This design comes from an exercise in tuning for small area on the open sky130 flow, not from production work. Function was checked by simulation only, so behaviour that the tests miss may differ from the original. No activity file was given, so power comes from the tool's default toggle rates.

==> flow/design.v <==
module Game_trinity (SW, B1, B2, CLK, RST, LED, HEX0, HEX1, HEX2, HEX3, HEX4, HEX5);
input [9:0] SW;
input B1, CLK, B2, RST;
output reg [0:6] HEX0, HEX1, HEX2, HEX3, HEX4, HEX5;
output reg [9:0] LED;
localparam [12:0] R_R = 13'd2365, R_L = 13'd2353, R_T = 13'd3929, R_M = 13'd7037;
localparam [11:0] T_R = 12'd1125, T_L = 12'd1639, T_T = 12'd2921, T_M = 12'd2554;
localparam [8:0]  G_R = 9'd447, G_L = 9'd171, G_T = 9'd197, G_M = 9'd302;
reg [12:0] rdiv;
reg [11:0] tdiv;
reg [8:0]  gdiv;
wire rtick = ((rdiv ^ R_T) & R_M) == 13'd0;
wire ttick = ((tdiv ^ T_T) & T_M) == 12'd0;
wire gtick = ((gdiv ^ G_T) & G_M) == 9'd0;
always @(posedge CLK)
	if (RST) rdiv <= R_R;
	else if (rtick) rdiv <= R_L;
	else rdiv <= {rdiv[11:0], rdiv[12] ^ rdiv[9]};
always @(posedge CLK)
	if (RST) tdiv <= T_R;
	else if (ttick) tdiv <= T_L;
	else tdiv <= {tdiv[10:0], tdiv[11] ^ tdiv[10]};
always @(posedge CLK)
	if (RST) gdiv <= G_R;
	else if (gtick) gdiv <= G_L;
	else gdiv <= {gdiv[7:0], gdiv[8] ^ gdiv[1]};
localparam [1:0] S0 = 2'd0, S1 = 2'd1, S2 = 2'd2, S3 = 2'd3;
reg [1:0] PS, NS;
reg [1:0] diff;			 
reg [3:0] score, Hs1, Hs2, Hs3, Hs4;
reg [3:0] count;		 
reg [4:0] A;			 
reg [3:0] H;			 
reg [1:0] dV;			 
reg [2:0] XA, XB, XC, XD, XE, XF;	 
reg W;
wire idle = (PS == S0);
wire play = (PS == S1);
localparam [2:0] P_I = 3'd0, P_F = 3'd1, P_1 = 3'd2, P_2 = 3'd3, P_3 = 3'd4, P_4 = 3'd5, P_5 = 3'd6, P_O = 3'd7;
function [2:0] pulse_c;
	input [2:0] s;
	input x;
	case (s)
	P_I: pulse_c = x ? P_F : P_I;
	P_F: pulse_c = x ? P_2 : P_1;
	P_1: pulse_c = x ? P_2 : P_1;
	P_2: pulse_c = x ? P_3 : P_2;
	P_3: pulse_c = x ? P_4 : P_3;
	P_4: pulse_c = x ? P_5 : P_4;
	P_5: pulse_c = x ? P_O : P_5;
	default: pulse_c = x ? P_O : P_I;
	endcase
endfunction
function [2:0] pulse_t;
	input [2:0] s;
	input x, t;
	case (s)
	P_I: pulse_t = (t & x) ? P_F : P_I;
	P_F: pulse_t = P_1;
	P_1: pulse_t = (t & x) ? P_2 : P_1;
	P_2: pulse_t = (t & x) ? P_3 : P_2;
	P_3: pulse_t = (t & x) ? P_4 : P_3;
	P_4: pulse_t = (t & x) ? P_5 : P_4;
	P_5: pulse_t = (t & x) ? P_O : P_5;
	default: pulse_t = (t & ~x) ? P_I : P_O;
	endcase
endfunction
reg [2:0] cst;			 
reg [2:0] sst;			 
reg [2:0] mst;			 
reg [2:0] wa, wb, wc, wd, we, wf;	 
wire cp = (cst != P_I) & (cst != P_O);
wire srise = (sst == P_F);
wire mrise = (mst == P_F);
reg [3:0] H0n;
always @(*)
	case (A)
	5'd1: H0n = 4'd1;  5'd2: H0n = 4'd2;  5'd3: H0n = 4'd3;  5'd4: H0n = 4'd4;
	5'd5: H0n = 4'd5;  5'd6: H0n = 4'd6;  5'd7: H0n = 4'd7;  5'd8: H0n = 4'd8;
	5'd9: H0n = 4'd9;  5'd10: H0n = 4'd0; 5'd11: H0n = 4'd1; 5'd12: H0n = 4'd2;
	5'd13: H0n = 4'd3; 5'd14: H0n = 4'd4; 5'd15: H0n = 4'd5; 5'd16: H0n = 4'd0;
	5'd17: H0n = 4'd1; 5'd18: H0n = 4'd2; 5'd19: H0n = 4'd3; 5'd20: H0n = 4'd9;
	5'd21: H0n = 4'd1; 5'd22: H0n = 4'd2; 5'd23: H0n = 4'd4; 5'd24: H0n = 4'd1;
	5'd25: H0n = 4'd3; 5'd26: H0n = 4'd9; 5'd27: H0n = 4'd2; 5'd28: H0n = 4'd3;
	5'd29: H0n = 4'd2; 5'd30: H0n = 4'd3; 5'd31: H0n = 4'd3;
	default: H0n = 4'd0;
	endcase
always @(posedge CLK)
	if (RST) begin A <= 5'b10000; H <= 4'd0; dV <= 2'd0; end
	else if (rtick) begin
		A <= {A[2] ^ A[0], A[4:1]};
		if (!play) H <= H0n;
		dV <= diff;
	end
reg [17:0] V;
always @(*)
	case (dV)
	2'd0:
		case (H)
		0: V = 18'o000123; 1: V = 18'o000132; 2: V = 18'o000213; 3: V = 18'o000231;
		4: V = 18'o000321; 5: V = 18'o000312; 6: V = 18'o000312; 7: V = 18'o000132;
		8: V = 18'o000213; 9: V = 18'o000231; default: V = 18'o000123;
		endcase
	2'd1:
		case (H)
		0: V = 18'o003421; 1: V = 18'o001234; 2: V = 18'o001342; 3: V = 18'o001432;
		4: V = 18'o002413; 5: V = 18'o002143; 6: V = 18'o003124; 7: V = 18'o003214;
		8: V = 18'o004321; 9: V = 18'o004213; default: V = 18'o001234;
		endcase
	2'd2:
		case (H)
		0: V = 18'o012345; 1: V = 18'o014532; 2: V = 18'o025143; 3: V = 18'o021354;
		4: V = 18'o032145; 5: V = 18'o035241; 6: V = 18'o042513; 7: V = 18'o043125;
		8: V = 18'o054312; 9: V = 18'o051243; default: V = 18'o012345;
		endcase
	default:
		case (H)
		0: V = 18'o124365; 1: V = 18'o231546; 2: V = 18'o254631; 3: V = 18'o342156;
		4: V = 18'o364521; 5: V = 18'o465312; 6: V = 18'o412536; 7: V = 18'o541236;
		8: V = 18'o654321; 9: V = 18'o621345; default: V = 18'o621345;
		endcase
	endcase
always @(posedge CLK)
	if (RST) count <= 4'd0;
	else if (ttick) begin
		if (count != 4'd0) count <= count - 4'd1;
		else if (play) count <= {{1'b0, diff} + 3'd1, 1'b0};
		else count <= 4'd0;
	end
integer i;
always @(*)
	for (i = 0; i < 10; i = i + 1) LED[i] = (count > i);
always @(posedge CLK)
	if (RST) begin wa <= P_I; wb <= P_I; wc <= P_I; wd <= P_I; we <= P_I; wf <= P_I; end
	else begin
		wa <= pulse_t(wa, SW[0], gtick);
		wb <= pulse_t(wb, SW[1], gtick);
		wc <= pulse_t(wc, SW[2], gtick);
		wd <= pulse_t(wd, SW[3], gtick);
		we <= pulse_t(we, SW[4], gtick);
		wf <= pulse_t(wf, SW[5], gtick);
	end
reg [2:0] Y;
always @(*)
begin
	if(XA < XF & XB < XF & XC < XF & XD < XF & XE < XF) Y = XF;
	else if(XA < XE & XB < XE & XC < XE & XD < XE & XF < XE) Y = XE;
	else if(XA < XD & XB < XD & XC < XD & XE < XD & XF < XD) Y = XD;
	else if(XA < XC & XB < XC & XE < XC & XD < XC & XF < XC) Y = XC;
	else if(XA < XB & XE < XB & XC < XB & XD < XB & XF < XB) Y = XB;
	else Y = XA;
end
wire [2:0] Y1 = Y + 3'd1;
always @(posedge CLK)
	if (RST | idle) begin XA <= 0; XB <= 0; XC <= 0; XD <= 0; XE <= 0; XF <= 0; end
	else begin
		if (wa == P_F) XA <= Y1;
		if (wb == P_F) XB <= Y1;
		if (wc == P_F) XC <= Y1;
		if (wd == P_F) XD <= Y1;
		if (we == P_F) XE <= Y1;
		if (wf == P_F) XF <= Y1;
	end
wire match = ({XF, XE, XD, XC, XB, XA} == V);
always @(posedge CLK)
	if (RST) begin cst <= P_I; sst <= P_I; mst <= P_I; end
	else begin
		cst <= pulse_c(cst, count == 4'd0);
		sst <= pulse_c(sst, PS[1]);
		mst <= pulse_c(mst, match);
	end
always @(posedge CLK)
	if (RST | idle) W <= 1'b0;
	else if (mrise & (count != 4'd0)) W <= 1'b1;
always @(posedge CLK)
	if (RST) diff <= 2'd0;
	else if (score == 4'd0 & idle) diff <= SW[7:6];
always @(posedge CLK)
	if (RST) begin score <= 4'd0; Hs1 <= 4'd0; Hs2 <= 4'd0; Hs3 <= 4'd0; Hs4 <= 4'd0; end
	else if (srise) begin
		if (PS == S3) begin
			case (diff)
			2'd0: if (Hs1 <= score) Hs1 <= score;
			2'd1: if (Hs2 <= score) Hs2 <= score;
			2'd2: if (Hs3 <= score) Hs3 <= score;
			default: if (Hs4 <= score) Hs4 <= score;
			endcase
			score <= 4'd0;
		end
		else score <= score + 4'd1;
	end
always @(*)
	case (PS)
	S0: NS = (!B1 & !W) ? S1 : S0;
	S1: NS = cp ? S3 : (W ? S2 : S1);
	default: NS = (SW[5:0] == 6'd0 & count == 4'd0) ? S0 : PS;
	endcase
always @(posedge CLK)
	if (RST) PS <= S0;
	else PS <= NS;
function [0:6] seg;
	input [3:0] v;
	case (v)
	0: seg = 7'h01; 1: seg = 7'h4F; 2: seg = 7'h12; 3: seg = 7'h06;
	4: seg = 7'h4C; 5: seg = 7'h24; 6: seg = 7'h20; 7: seg = 7'h0F;
	8: seg = 7'h00; 9: seg = 7'h04; default: seg = 7'h7F;
	endcase
endfunction
reg [3:0] read;
always @(*)
	case (SW[9:8])
	2'd0: read = Hs1;
	2'd1: read = Hs2;
	2'd2: read = Hs3;
	default: read = Hs4;
	endcase
always @(*)
	case (PS)
	S0: begin
		HEX0 = 7'h7E; HEX1 = 7'h7E; HEX2 = 7'h7E; HEX4 = 7'h7E;
		if (B2) begin HEX3 = 7'h7E; HEX5 = seg(score); end
		else begin HEX3 = seg(read); HEX5 = 7'h42; end
	end
	S1: begin
		HEX0 = seg({1'b0, V[2:0]});
		HEX1 = seg({1'b0, V[5:3]});
		HEX2 = seg({1'b0, V[8:6]});
		HEX3 = seg({1'b0, V[11:9]});
		HEX4 = seg({1'b0, V[14:12]});
		HEX5 = seg({1'b0, V[17:15]});
	end
	S2: begin
		HEX0 = 7'h3F; HEX1 = 7'h3F; HEX2 = 7'h3F; HEX3 = 7'h3F; HEX4 = 7'h3F; HEX5 = 7'h3F;
	end
	default: begin
		HEX0 = 7'h77; HEX1 = 7'h77; HEX2 = 7'h77; HEX3 = 7'h77; HEX4 = 7'h77; HEX5 = 7'h77;
	end
	endcase
endmodule
==> flow/run.sh <==
#!/bin/bash
# synth_recipe.tcl (not shown) runs the flow's synth.tcl, then flattens the netlist and writes it again
# the make line also repeats each setting of config.mk as NAME=value (left out here)
make -C /OpenROAD-flow-scripts/flow DESIGN_CONFIG=/design/flow/config.mk WORK_HOME=/design/flow/orfs CLKGATE_MAP_FILE= SYNTH_SCRIPT=/design/flow/synth_recipe.tcl finish
==> flow/config.mk <==
export PLATFORM = sky130hd
export DESIGN_NAME = Game_trinity
export DESIGN_NICKNAME = Game_trinity
export VERILOG_FILES = /design/flow/design.v
export SDC_FILE = /design/flow/constraint.sdc
export NUM_CORES = 4
export LEC_CHECK = 0
export CAP_MARGIN = 20
export CORE_MARGIN = 2
export CORE_UTILIZATION = 40
export PLACE_DENSITY = 0.6
export SLEW_MARGIN = 20
==> flow/constraint.sdc <==
create_clock -name core_clock -period 10.0 [get_ports {CLK}]
set_input_delay 2.0000 -clock core_clock [delete_from_list [all_inputs] [get_ports {CLK}]]
set_output_delay 2.0000 -clock core_clock [all_outputs]
set_load 0.01 [all_outputs]
==> impl_metrics.ini <==
[synth]
netlist_area_mm2 = 0.00994
yosys-top-cells-count = 126 x dfxtp_1, 126 x ha_1, 126 x nor2_1, 97 x a21oi_1, 84 x nand2_1
syn_avg_cell_area_um2 = 8.04
synth.largest_area_cell = dfxtp_1
synth_nets = 1377
yosys_most_used_dff = dfxtp_1
ys_seq_area_frac = 0.254
synthTopCellsByArea = dfxtp_1 25%, ha_1 16%, mux2i_1 6.3%
synth-seq-cells = 126
synth_cell_types = 85
yosys_warnings = 1
synth_edf_count = 0
ys_async_sr_fraction = 0
synth_top_area_frac = 0.254
synthCells = 1237

[clocking]
holdBufCountCts = 0
htree_levels = 4
clock_latency_ns = 0.42
cts_tree = built
path_clk_slew_ns = 0.05
cts-root-buf = clkbuf_16
post_cts_resize_count = 0
cts_buffers = 17
clock_path_buffers = 2
post_cts_buffers = 0
cts.sinks = 126

[place]
port_buffers = 65
hpwl_um = 18700
gp_congestion = 0.895

[critical_path]
cp.arrival_ns = 4.79
end_kind = output pin
startpoint_type = primary input
r2r_start = XD[2]
required_ns = 8.00
crit_start = SW[8]
path_class = in2out
path_max_fanout = 5

[power_and_ir_drop]
power_uw = 1320
leakage_uw = 0.00456
peakVddDrop_mv = 0.114
p_per_area_mw_per_mm2 = 115

[sta]
final.setup.tns_ns = 0
drv_slew = 0
setup_viol = 0
fmax_mhz = 147
finalHoldViolations = 0
worst_pin_slew_ns = 1.03
maxSlewHeadroom = 0.312
skew_ns = 0.00757
grt_setup_unrepaired = no
period_minus_slack_ns = 6.79
period_share = 0.679

[detailed_routing]
wl_per_cell_um = 16.0
drtIter0Drc = 521
routed_via_density = 5.57
wl_um = 25700
dr_total_vias = 8925
ant_nets = 0
drt-pass1-iter-count = 5
post-route-drc-count = 0

[floorplanning]
die_w_um = 162
core_mm2 = 0.0244
pin_count = 66
initial_utilization = 0.408
die_area_mm2 = 0.0261
rows = 57
die_height_um = 162

[global_route]
grt_usage = 0.196
grt_pass1_vias = 8210
grt.overflow.total = 0
grt_antenna_before_repair = 0
grt_max_degree = 83
grt_pass1_wl_um = 42300

[worst_hold_path]
hold_path_startpoint = rdiv[7]
holdCritPathClass = reg2reg

[cells_and_area]
final_nets = 1406
syn2layout_area_growth_pct = 15.0
diodes = 0
multi_input_area_mm2 = 0.00689
drive_gt1_frac = 0.0688
seq_area_mm2 = 0.00252
fillerInstances = 2410

[run_status]
status = finished clean

[run]
cap_violations = 0
## registers in the layout (all words and copies together) (netlist names), 4 cells and up, named ones only
name and count:
rdiv 13, tdiv 12, gdiv 9, A 5
H 4, Hs1 4, Hs2 4, Hs3 4
Hs4 4, count 4, score 4
## power breakdown
group | leakage, µW | total [µW] | internal (µW) | switching, µW
registers | 0.00103 | 527 | 516 | 10.5
clock network | 0.000291 | 645 | 413 | 232
logic | 0.00324 | 150 | 73.4 | 76.1
## per-layer routing
layer | track usage | part of all wire
met5 | 0 | 0
met4 | 0.0688 | 0.024
met1 | 0.271 | 0.48
met2 | 0.313 | 0.45
met3 | 0.0291 | 0.043
## cells by family (layout without fill, tap and decap cells)
kind of cell / count (synthesis) / count (layout) / share of synthesized area
AND/OR/NAND/NOR: 447 / 447 / 0.228
AO/OA/AOI/OAI: 304 / 304 / 0.201
buffers and inverters: 138 / 180 / 0.0560
adder cells (fa/ha/maj): 131 / 131 / 0.164
flip-flops: 126 / 126 / 0.254
multiplexers: 73 / 73 / 0.0819
XOR/XNOR: 18 / 18 / 0.0159
## stage by stage
stage / hold slack, ns / utilization / instances / area, µm² / worst slack [ns]
floorplan: 0.390 / - / 1237 / 9940 / 4.49
global placement: 0.394 / 0.443 / 1571 / 10800 / 3.27
detailed placement: 0.400 / 0.443 / 1571 / 10800 / 3.21
CTS: 0.411 / 0.469 / 1603 / 11400 / 3.19
global route: 0.427 / 0.469 / 1603 / 11400 / 3.02
finish: 0.406 / 0.469 / 1603 / 11400 / 3.21
## cells in the final DEF, fill, tap and decap left out, drive strengths merged, types with 6 or more instances in the layout
master and count:
a31oi 17, ha 126, a21o 12, mux2i 63
or2 15, buf 12, nand2b 33, and2 17
dfxtp 126, a311oi 8, nor3b 8, xnor2 12
nand2 84, a2111oi 6, o22ai 10, and3 9
or3 18, nor3 32, a21oi 97, a211oi 16
nand3 41, mux4 6, nor2 126, inv 74
xor2 6, nand3b 9, nor2b 26, o21ai 64
clkbuf 20, o211ai 6, clkdlybuf4s50 64
## worst max-delay path, stage by stage
cell	delay (ns)
clkdlybuf4s50_1	0.61
mux4_2	0.61
inv_1	0.16
ha_1	0.18
nor2_1	0.05
a21oi_1	0.13
o22ai_1	0.13
a21oi_1	0.17
nor2_1	0.06
a31oi_1	0.14
clkdlybuf4s50_1	0.55
## area by class of cell
cell class | instances | area share
multi-input combinational | 973 | 0.602
inverter | 72 | 0.0236
clock buffer | 20 | 0.0408
sequential | 126 | 0.221
tap | 324 | 0.0354
clock inverter | 12 | 0.0139
timing repair buffer | 76 | 0.0637
## worst paths after layout
check             to  slack, ns  depth (start not counted)
min reg2reg  rdiv[8]       0.41                          1
max reg2reg    XF[2]       5.74                         16
max          HEX3[0]       3.21                         11
min          rdiv[8]       0.41                          1

-- port drivers added, routing unchanged --
No port has a modelled driver above. Below, the same layout with a new extraction and two added sets of constraints. Step 1: set_driving_cell puts a clkbuf_16 on CLK and a buf_2 on each other input, an assumption about the parent block. Step 2 adds t to the input delays and takes it off the output delays; t is the mean of the earliest and latest rising clock arrival at the registers after step 1. Input paths then give back, and output paths get back, about the clock's delay inside the block. a / b / c = ideal / step 1 / step 2; a / b = the first two.
t (ns): 0.455
setup WS [ns]: 3.210 / 3.180 / 3.180
worst data-port slew with drivers (ns): 0.06
cell pins on the clock port's net: 1
After both steps setup and hold are still met in this run. For this run, drivers alone change the setup slack by -0.030 ns; drivers and shift together by -0.030 ns.
